From an optimization exercise on the open Yosys and OpenROAD flow, aimed at small area; shortcuts taken in it are not production practice. RTL that was checked went through simulation tests only; none was proved equivalent to the original. The clock input has no modelled driver; a real chip could not lean on it and would need a root buffer or a full tree. Power and IR drop assume default switching activity.

## top
module top(y, x, c0, c1, c2, clk, rst);
input clk;
input rst;
input [7:0] x;
input [7:0] c0;
input [7:0] c1;
input [7:0] c2;
output [15:0] y;
reg [7:0] xd;
reg [7:0] c0d;
reg [15:0] s2;
wire [7:0] xg = x & {8{~rst}};
wire [7:0] xdg = xd & {8{~rst}};
wire [15:0] s2n;
wire p1;
wire p2;
wire p3;
wire p4;
wire p5;
wire p6;
wire p7;
wire p8;
wire p9;
wire p10;
wire p11;
wire p12;
wire p13;
wire p14;
wire p15;
wire p16;
wire p17;
wire p18;
wire p19;
wire p20;
wire p21;
wire p22;
wire p23;
wire p24;
wire p25;
wire p26;
wire p27;
wire p28;
wire p29;
wire p30;
wire p31;
wire p32;
wire p33;
wire p34;
wire p35;
wire p36;
wire p37;
wire p38;
wire p39;
wire p40;
wire p41;
wire p42;
wire p43;
wire p44;
wire p45;
wire p46;
wire p47;
wire p48;
wire p49;
wire p50;
wire p51;
wire p52;
wire p53;
wire p54;
wire p55;
wire p56;
wire p57;
wire p58;
wire p59;
wire p60;
wire p61;
wire p62;
wire p63;
wire p64;
wire p65;
wire p66;
wire p67;
wire p68;
wire p69;
wire p70;
wire p71;
wire p72;
wire p73;
wire p74;
wire p75;
wire p76;
wire p77;
wire p78;
wire p79;
wire p80;
wire p81;
wire p82;
wire p83;
  ...
Size: ~550 cells after synthesis, roughly 32 flip-flops, roughly 50 I/O pins, roughly 5600 sq um of cells after synthesis.
export LEC_CHECK = 0
export ABC_AREA = 1
export CAP_MARGIN = 20
export CORE_MARGIN = 2
export CORE_UTILIZATION = 60
export CTS_BUF_LIST = sky130_fd_sc_hd__clkbuf_4 sky130_fd_sc_hd__clkbuf_8
export SLEW_MARGIN = 20
export SYNTH_HIERARCHICAL = 1
export SYNTH_MINIMUM_KEEP_SIZE = 0
create_clock -name core_clock -period 10.0 [get_ports {clk}]
run.sh (not shown) runs the stock make flow with config.mk's settings and CLKGATE_MAP_FILE= SYNTH_SCRIPT=/design/flow/synth_recipe.tcl, a recipe that flattens the netlist after the stock synthesis.
The starting point passed the timing, design-rule and antenna checks.
Edit:
Settings changed: CORE_UTILIZATION 60 to 40, CTS_BUF_LIST sky130_fd_sc_hd__clkbuf_4 sky130_fd_sc_hd__clkbuf_8 to unset.
Outcome: The new run went through all stages and came out clean. Clock skew went down by 0.0033 ns. Cell area went up by 1.9%. Via count went up by 1.2%.

========
Another version of the RTL of top (not shown whole).
Size in the first run: about 32 flip-flops, about 5800 sq um of cells after synthesis.
clock: 10.0 ns
lec_check: 0
cap_margin: 20
core_margin: 2
core_utilization: 40
slew_margin: 20
synth_hierarchical: 1
synth_minimum_keep_size: 0
The starting point went through all stages and came out clean.
Edit:
==> flow/flow/run.sh (new file) <==
#!/bin/bash
# The standard layout (standard.sh, unchanged synthesis and steps), with
# one difference: the buffers that global placement puts on every input and
# output port are the platform's smallest buffer, not the delay buffer that
# buffer_ports picks by default. The resizer may still upsize them later.
set -euo pipefail
export BUFFER_PORTS_ARGS="-buffer_cell sky130_fd_sc_hd__buf_1"
bash standard.sh > standard.log 2>&1
==> flow/standard.sh (new file) <==
#!/bin/bash
# synth_recipe.tcl (not shown) runs the flow's synth.tcl, then flattens the netlist and writes it again
# the make line also repeats each setting of config.mk as NAME=value (left out here)
make -C /OpenROAD-flow-scripts/flow DESIGN_CONFIG=/design/flow/config.mk WORK_HOME=/design/flow/orfs CLKGATE_MAP_FILE= SYNTH_SCRIPT=/design/flow/synth_recipe.tcl "${@:-finish}"
removed: flow/run.sh
Clock skew is about the same.
Hold slack stays flat.
Final area is lower by 6.5%.
Die area does not change.

========
Another version of the RTL of top (not shown whole).
Size in the first run: roughly 32 flip-flops, roughly 5600 µm² of cells after synthesis.
==> flow/config.mk <==
export PLATFORM = sky130hd
export DESIGN_NAME = top
export DESIGN_NICKNAME = top
export VERILOG_FILES = /design/flow/design.v
export SDC_FILE = /design/flow/constraint.sdc
export NUM_CORES = 4
export LEC_CHECK = 0
export CAP_MARGIN = 20
export CORE_MARGIN = 2
export CORE_UTILIZATION = 40
export CTS_BUF_LIST = sky130_fd_sc_hd__clkbuf_8
export SLEW_MARGIN = 20
export SYNTH_HIERARCHICAL = 1
export SYNTH_MINIMUM_KEEP_SIZE = 0
==> flow/constraint.sdc <==
create_clock -name core_clock -period 10.0 [get_ports {clk}]
set_input_delay 2.0000 -clock core_clock [delete_from_list [all_inputs] [get_ports {clk}]]
set_output_delay 2.0000 -clock core_clock [all_outputs]
set_load 0.01 [all_outputs]
standard.sh (not shown) runs the stock make flow with config.mk's settings and CLKGATE_MAP_FILE= SYNTH_SCRIPT=/design/flow/synth_recipe.tcl, a recipe that flattens the netlist after the stock synthesis.
==> flow/flow/run.sh <==
#!/bin/bash
set -euo pipefail
export BUFFER_PORTS_ARGS="-buffer_cell sky130_fd_sc_hd__buf_1"
export CTS_ARGS="-root_buf sky130_fd_sc_hd__clkbuf_8 -buf_list sky130_fd_sc_hd__clkbuf_4 -sink_clustering_enable -dont_use_dummy_load -repair_clock_nets"
bash standard.sh > standard.log 2>&1
Then changed:
==> flow/flow/run.sh (replaced) <==
#!/bin/bash
set -euo pipefail
export BUFFER_PORTS_ARGS="-buffer_cell sky130_fd_sc_hd__buf_1"
export REMOVE_ABC_BUFFERS=1
export CTS_ARGS="-buf_list sky130_fd_sc_hd__clkbuf_8 -sink_clustering_enable -dont_use_dummy_load -repair_clock_nets"
bash standard.sh > standard.log 2>&1
- GPL_TIMING_DRIVEN: unset -> 0
Outcome: Total power hardly moves. Worst hold slack gets worse by 0.014 ns. Core utilization fell by 0.11 points. Die area stays the same.

========
Another version of the RTL of top (not shown whole).
Size in the first run: ~500 cells after synthesis, ~32 flip-flops, roughly 5600 µm² of cells after synthesis.
==> flow/config.mk <==
export PLATFORM = sky130hd
export DESIGN_NAME = top
export DESIGN_NICKNAME = top
export VERILOG_FILES = /design/flow/design.v
export SDC_FILE = /design/flow/constraint.sdc
export NUM_CORES = 4
export LEC_CHECK = 0
export CAP_MARGIN = 20
export CORE_MARGIN = 2
export CORE_UTILIZATION = 40
export CTS_BUF_LIST = sky130_fd_sc_hd__clkbuf_4 sky130_fd_sc_hd__clkbuf_8
export SLEW_MARGIN = 20
export SYNTH_HIERARCHICAL = 1
export SYNTH_MINIMUM_KEEP_SIZE = 0
==> flow/constraint.sdc <==
create_clock -name core_clock -period 10.0 [get_ports {clk}]
set_input_delay 2.0000 -clock core_clock [delete_from_list [all_inputs] [get_ports {clk}]]
set_output_delay 2.0000 -clock core_clock [all_outputs]
set_load 0.01 [all_outputs]
==> flow/flow/run.sh <==
#!/bin/bash
# The standard layout (standard.sh, unchanged synthesis and steps), with
# one difference: the buffers that global placement puts on every input and
# output port are the platform's smallest buffer, not the delay buffer that
# buffer_ports picks by default. The resizer may still upsize them later.
set -euo pipefail
export BUFFER_PORTS_ARGS="-buffer_cell sky130_fd_sc_hd__buf_1"
bash standard.sh > standard.log 2>&1
Change:
--- a/flow/config.mk
+++ b/flow/config.mk
@@ -10,3 +10,3 @@
 export CORE_UTILIZATION = 40
-export CTS_BUF_LIST = sky130_fd_sc_hd__clkbuf_4 sky130_fd_sc_hd__clkbuf_8
+export CTS_BUF_LIST = sky130_fd_sc_hd__clkbuf_8
 export SLEW_MARGIN = 20
Effect: Power is unchanged; clock skew stays the same; design area does not change; maximum frequency stays the same; sequential share of layout area does not change; utilization does not change.
No functional check of the RTL was part of any run of this note.

========
top, a different RTL version from the one above (not shown whole).
For scale: ~480 cells after synthesis, about 32 flip-flops, roughly 50 I/O pins, roughly 5500 um2 of cells after synthesis.
Settings: LEC_CHECK=0, CAP_MARGIN=20, CORE_MARGIN=2, CORE_UTILIZATION=40, CTS_BUF_LIST=sky130_fd_sc_hd__clkbuf_8, GPL_TIMING_DRIVEN=0, SLEW_MARGIN=20, SYNTH_HIERARCHICAL=1, SYNTH_MINIMUM_KEEP_SIZE=0; clock period 10.0 ns.
==> flow/flow/run.sh <==
#!/bin/bash
# The standard layout (standard.sh: the standard synthesis and ORFS steps,
# unchanged), with these environment settings for the ORFS steps:
#  - the buffers that global placement puts on every input and output port are
#    the platform's smallest buffer (buf_1) instead of the delay buffer that
#    buffer_ports picks by default; the resizer may still upsize them;
#  - clock tree synthesis uses clkbuf_8 and inserts no dummy loads;
# and one extra step after CTS: onebuf.tcl replaces the two-level clock tree
# (a root buffer feeding four leaf buffers) by its root buffer, upsized to
# clkbuf_16, driving all 32 flip-flops directly. The layout then goes on with
# the standard steps (routing, repair, finish).
# Each tool's output: standard_cts.log, onebuf.log, standard.log (and the
# per-step logs in orfs/logs/).
set -euo pipefail
export BUFFER_PORTS_ARGS="-buffer_cell sky130_fd_sc_hd__buf_1"
export REMOVE_ABC_BUFFERS=1
export CTS_ARGS="-buf_list sky130_fd_sc_hd__clkbuf_8 -sink_clustering_enable -dont_use_dummy_load -repair_clock_nets"
bash standard.sh cts > standard_cts.log 2>&1
ONEBUF_ODB="$PWD/orfs/results/$FLOW_PLATFORM/top/base/4_cts.odb" \
  openroad -no_init -exit flow/onebuf.tcl > onebuf.log 2>&1
bash standard.sh finish > standard.log 2>&1
==> flow/flow/onebuf.tcl <==
# Replace the clock tree that CTS built (a root buffer feeding leaf buffers)
# by its root buffer alone, upsized, driving every clock sink directly.
set odb_file $::env(ONEBUF_ODB)
read_db $odb_file
set block [ord::get_db_block]
set db [ord::get_db]
set clkport [$block findBTerm clk]
set clknet [$clkport getNet]
# the root buffer: the buffer the clock port drives
set roots {}
foreach it [$clknet getITerms] {
  if {[$it isInputSignal]} { lappend roots [$it getInst] }
}
if {[llength $roots] != 1} { error "expected one cell on the clock port, found [llength $roots]" }
set root [lindex $roots 0]
set rootout ""
foreach it [$root getITerms] {
  if {[$it isOutputSignal]} { set rootout [$it getNet] }
}
puts "root [$root getName] ([[$root getMaster] getName]) drives [$rootout getName]"
set leaves {}
foreach it [$rootout getITerms] {
  set inst [$it getInst]
  if {$inst eq $root} continue
  set m [[$inst getMaster] getName]
  if {[string match "sky130_fd_sc_hd__clkbuf_*" $m]} { lappend leaves $inst }
}
puts "leaf buffers: [llength $leaves]"
set moved 0
foreach leaf $leaves {
  set lout ""
  foreach it [$leaf getITerms] {
    if {[$it isOutputSignal]} { set lout [$it getNet] }
  }
  foreach it [$lout getITerms] {
    if {[$it getInst] eq $leaf} continue
    $it disconnect
    $it connect $rootout
    incr moved
  }
  odb::dbInst_destroy $leaf
  odb::dbNet_destroy $lout
}
puts "moved $moved sinks to [$rootout getName]"
set m16 [$db findMaster sky130_fd_sc_hd__clkbuf_16]
$root swapMaster $m16
# put the buffer at the middle of its sinks; detailed_placement legalizes it
set sx 0; set sy 0; set n 0
foreach it [$rootout getITerms] {
  set inst [$it getInst]
  if {$inst eq $root} continue
  set bb [$inst getBBox]
  set sx [expr {$sx + ([$bb xMin] + [$bb xMax]) / 2}]
  set sy [expr {$sy + ([$bb yMin] + [$bb yMax]) / 2}]
  incr n
}
set rb [$root getBBox]
set w [expr {[$rb xMax] - [$rb xMin]}]
set h [expr {[$rb yMax] - [$rb yMin]}]
$root setLocation [expr {$sx / $n - $w / 2}] [expr {$sy / $n - $h / 2}]
puts "root buffer moved to the sinks' centre"

detailed_placement
check_placement
write_db $odb_file
The first run ran to the end with no violations.
==> next run, changes <==
--- a/flow/flow/onebuf.tcl
+++ b/flow/flow/onebuf.tcl
@@ -47,16 +46,0 @@
-# put the buffer at the middle of its sinks; detailed_placement legalizes it
-set sx 0; set sy 0; set n 0
-foreach it [$rootout getITerms] {
-  set inst [$it getInst]
-  if {$inst eq $root} continue
-  set bb [$inst getBBox]
-  set sx [expr {$sx + ([$bb xMin] + [$bb xMax]) / 2}]
-  set sy [expr {$sy + ([$bb yMin] + [$bb yMax]) / 2}]
-  incr n
-}
-set rb [$root getBBox]
-set w [expr {[$rb xMax] - [$rb xMin]}]
-set h [expr {[$rb yMax] - [$rb yMin]}]
-$root setLocation [expr {$sx / $n - $w / 2}] [expr {$sy / $n - $h / 2}]
-puts "root buffer moved to the sinks' centre"
-
Result:
- The new run finished with timing, DRC and antenna clean
- setup slack is unchanged
- sequential share of layout area is unchanged
- critical path depth stays the same
- flip-flop and latch count stays the same
- routed wire length does not change
- utilization does not change
- final cell count is unchanged
- area after synthesis stays the same
- design area stays the same
==> next run, changes <==
==> flow/flow/run.sh (replaced) <==
#!/bin/bash
# The standard layout (standard.sh: the standard synthesis and ORFS steps,
# unchanged), with these environment settings for the ORFS steps:
#  - the buffers that global placement puts on every input and output port are
#    the platform's smallest buffer (buf_1) instead of the delay buffer that
#    buffer_ports picks by default; the resizer may still upsize them;
#  - clock tree synthesis uses clkbuf_8 and inserts no dummy loads.
# All of ORFS's output goes to standard.log here and to orfs/logs/.
set -euo pipefail
export BUFFER_PORTS_ARGS="-buffer_cell sky130_fd_sc_hd__buf_1"
export REMOVE_ABC_BUFFERS=1
export CTS_ARGS="-buf_list sky130_fd_sc_hd__clkbuf_8 -sink_clustering_enable -dont_use_dummy_load -repair_clock_nets"
bash standard.sh > standard.log 2>&1
removed: flow/flow/onebuf.tcl
Via count goes down by 0.68%.
Power increases by 1.9%.
Fmax stays flat.
Synthesized cell count is unchanged.
Combinational power barely changes.
==> next run, changes <==
--- a/flow/flow/run.sh
+++ b/flow/flow/run.sh
@@ -7,2 +7,7 @@
-#  - clock tree synthesis uses clkbuf_8 and inserts no dummy loads.
-# All of ORFS's output goes to standard.log here and to orfs/logs/.
+#  - clock tree synthesis uses clkbuf_8 and inserts no dummy loads;
+# and one extra step after CTS: clksize.tcl resizes the clock tree's buffers
+# (a root buffer and four leaf buffers of 7 to 9 flip-flops each) to clkbuf_2
+# and clkbuf_4, keeping the tree's shape and placement. The layout then goes
+# on with the standard steps (routing, repair, finish).
+# Each tool's output: standard_cts.log, clksize.log, standard.log (and the
+# per-step logs in orfs/logs/).
@@ -13 +18,4 @@
-bash standard.sh > standard.log 2>&1
+bash standard.sh cts > standard_cts.log 2>&1
+CLKSIZE_ODB="$PWD/orfs/results/$FLOW_PLATFORM/top/base/4_cts.odb" \
+  openroad -no_init -exit flow/clksize.tcl > clksize.log 2>&1
+bash standard.sh finish > standard.log 2>&1
==> flow/flow/clksize.tcl (new file) <==
# Resize the clock tree that CTS built (a root buffer feeding leaf buffers
# that drive the flip-flops) to small buffers: root clkbuf_2, leaves clkbuf_4.
# The tree's shape and placement stay as CTS made them.
read_db $::env(CLKSIZE_ODB)
set block [ord::get_db_block]
set db [ord::get_db]
set clknet [[$block findBTerm clk] getNet]
set roots {}
foreach it [$clknet getITerms] {
  if {[$it isInputSignal]} { lappend roots [$it getInst] }
}
if {[llength $roots] != 1} { error "expected one cell on the clock port, found [llength $roots]" }
set root [lindex $roots 0]
foreach it [$root getITerms] {
  if {[$it isOutputSignal]} { set rootout [$it getNet] }
}
set leaves {}
foreach it [$rootout getITerms] {
  set inst [$it getInst]
  if {$inst eq $root} continue
  if {![string match "sky130_fd_sc_hd__clkbuf_*" [[$inst getMaster] getName]]} {
    error "[$inst getName] on the root's net is not a clock buffer"
  }
  lappend leaves $inst
}
puts "root [$root getName] ([[$root getMaster] getName]), [llength $leaves] leaf buffers"
$root swapMaster [$db findMaster sky130_fd_sc_hd__clkbuf_2]
foreach leaf $leaves {
  $leaf swapMaster [$db findMaster sky130_fd_sc_hd__clkbuf_4]
}
detailed_placement
check_placement
write_db $::env(CLKSIZE_ODB)
- design area decreases by 0.58%
- clock skew goes up by 0.0031 ns
- sequential cell count does not change
- via count stays flat
- global-route usage stays the same
- utilization went down by 0.25 points
- hold slack is better by 0.011 ns
- setup slack stays flat

## what the ideal ports hide
The results above use ideal ports. As a check the final layouts listed here were re-extracted and re-timed, cells and wires unchanged.
Step 1 assumes that a clkbuf_16 drives the clock port and a buf_2 every other input.
Step 2 also shifts input and output timing later by t, the mid clock arrival at the registers, as if the neighbouring blocks saw the same clock.
Three values: ideal ports, drivers, drivers and shift; two values: the first two.
| run | t, ns | setup slack, ns | clock arrival spread, ns | slew at the worst register clock pin (ns) |
|---|---|---|---|---|
| the first run of note 1 | 0.326 | 0.133 / 0.097 / 0.097 | 0.011 / 0.011 | 0.08 / 0.08 |
| the second run of note 1 | 0.324 | 0.155 / 0.107 / 0.107 | 0.007 / 0.008 | 0.06 / 0.06 |
| the first run of note 2 | 0.320 | 0.231 / 0.206 / 0.206 | 0.007 / 0.007 | 0.06 / 0.06 |
| the second run of note 2 | 0.319 | 0.840 / 0.813 / 0.791 | 0.009 / 0.008 | 0.06 / 0.06 |
| the first run of note 3 | 0.312 | 0.662 / 0.641 / 0.641 | 0.011 / 0.011 | 0.06 / 0.06 |
| the second run of note 3 | 0.320 | 0.562 / 0.539 / 0.539 | 0.014 / 0.014 | 0.07 / 0.07 |
| the first run of note 4 | 0.331 | 0.831 / 0.799 / 0.799 | 0.007 / 0.007 | 0.08 / 0.08 |
| the second run of note 4 | 0.331 | 0.831 / 0.799 / 0.799 | 0.007 / 0.007 | 0.08 / 0.08 |
| the first run of note 5 | 0.214 | 0.267 / 0.244 / 0.244 | 0.004 / 0.005 | 0.12 / 0.12 |
| the second run of note 5 | 0.214 | 0.267 / 0.244 / 0.244 | 0.004 / 0.005 | 0.12 / 0.12 |
| the third run of note 5 | 0.316 | 0.274 / 0.251 / 0.251 | 0.007 / 0.007 | 0.06 / 0.06 |
| the fourth run of note 5 | 0.397 | 0.275 / 0.252 / 0.252 | 0.010 / 0.009 | 0.09 / 0.09 |
After both steps every run listed still meets setup and hold. The setup slack of the second run of note 2, which loses most, moves by -0.027 ns with the drivers and by -0.049 ns with both steps.
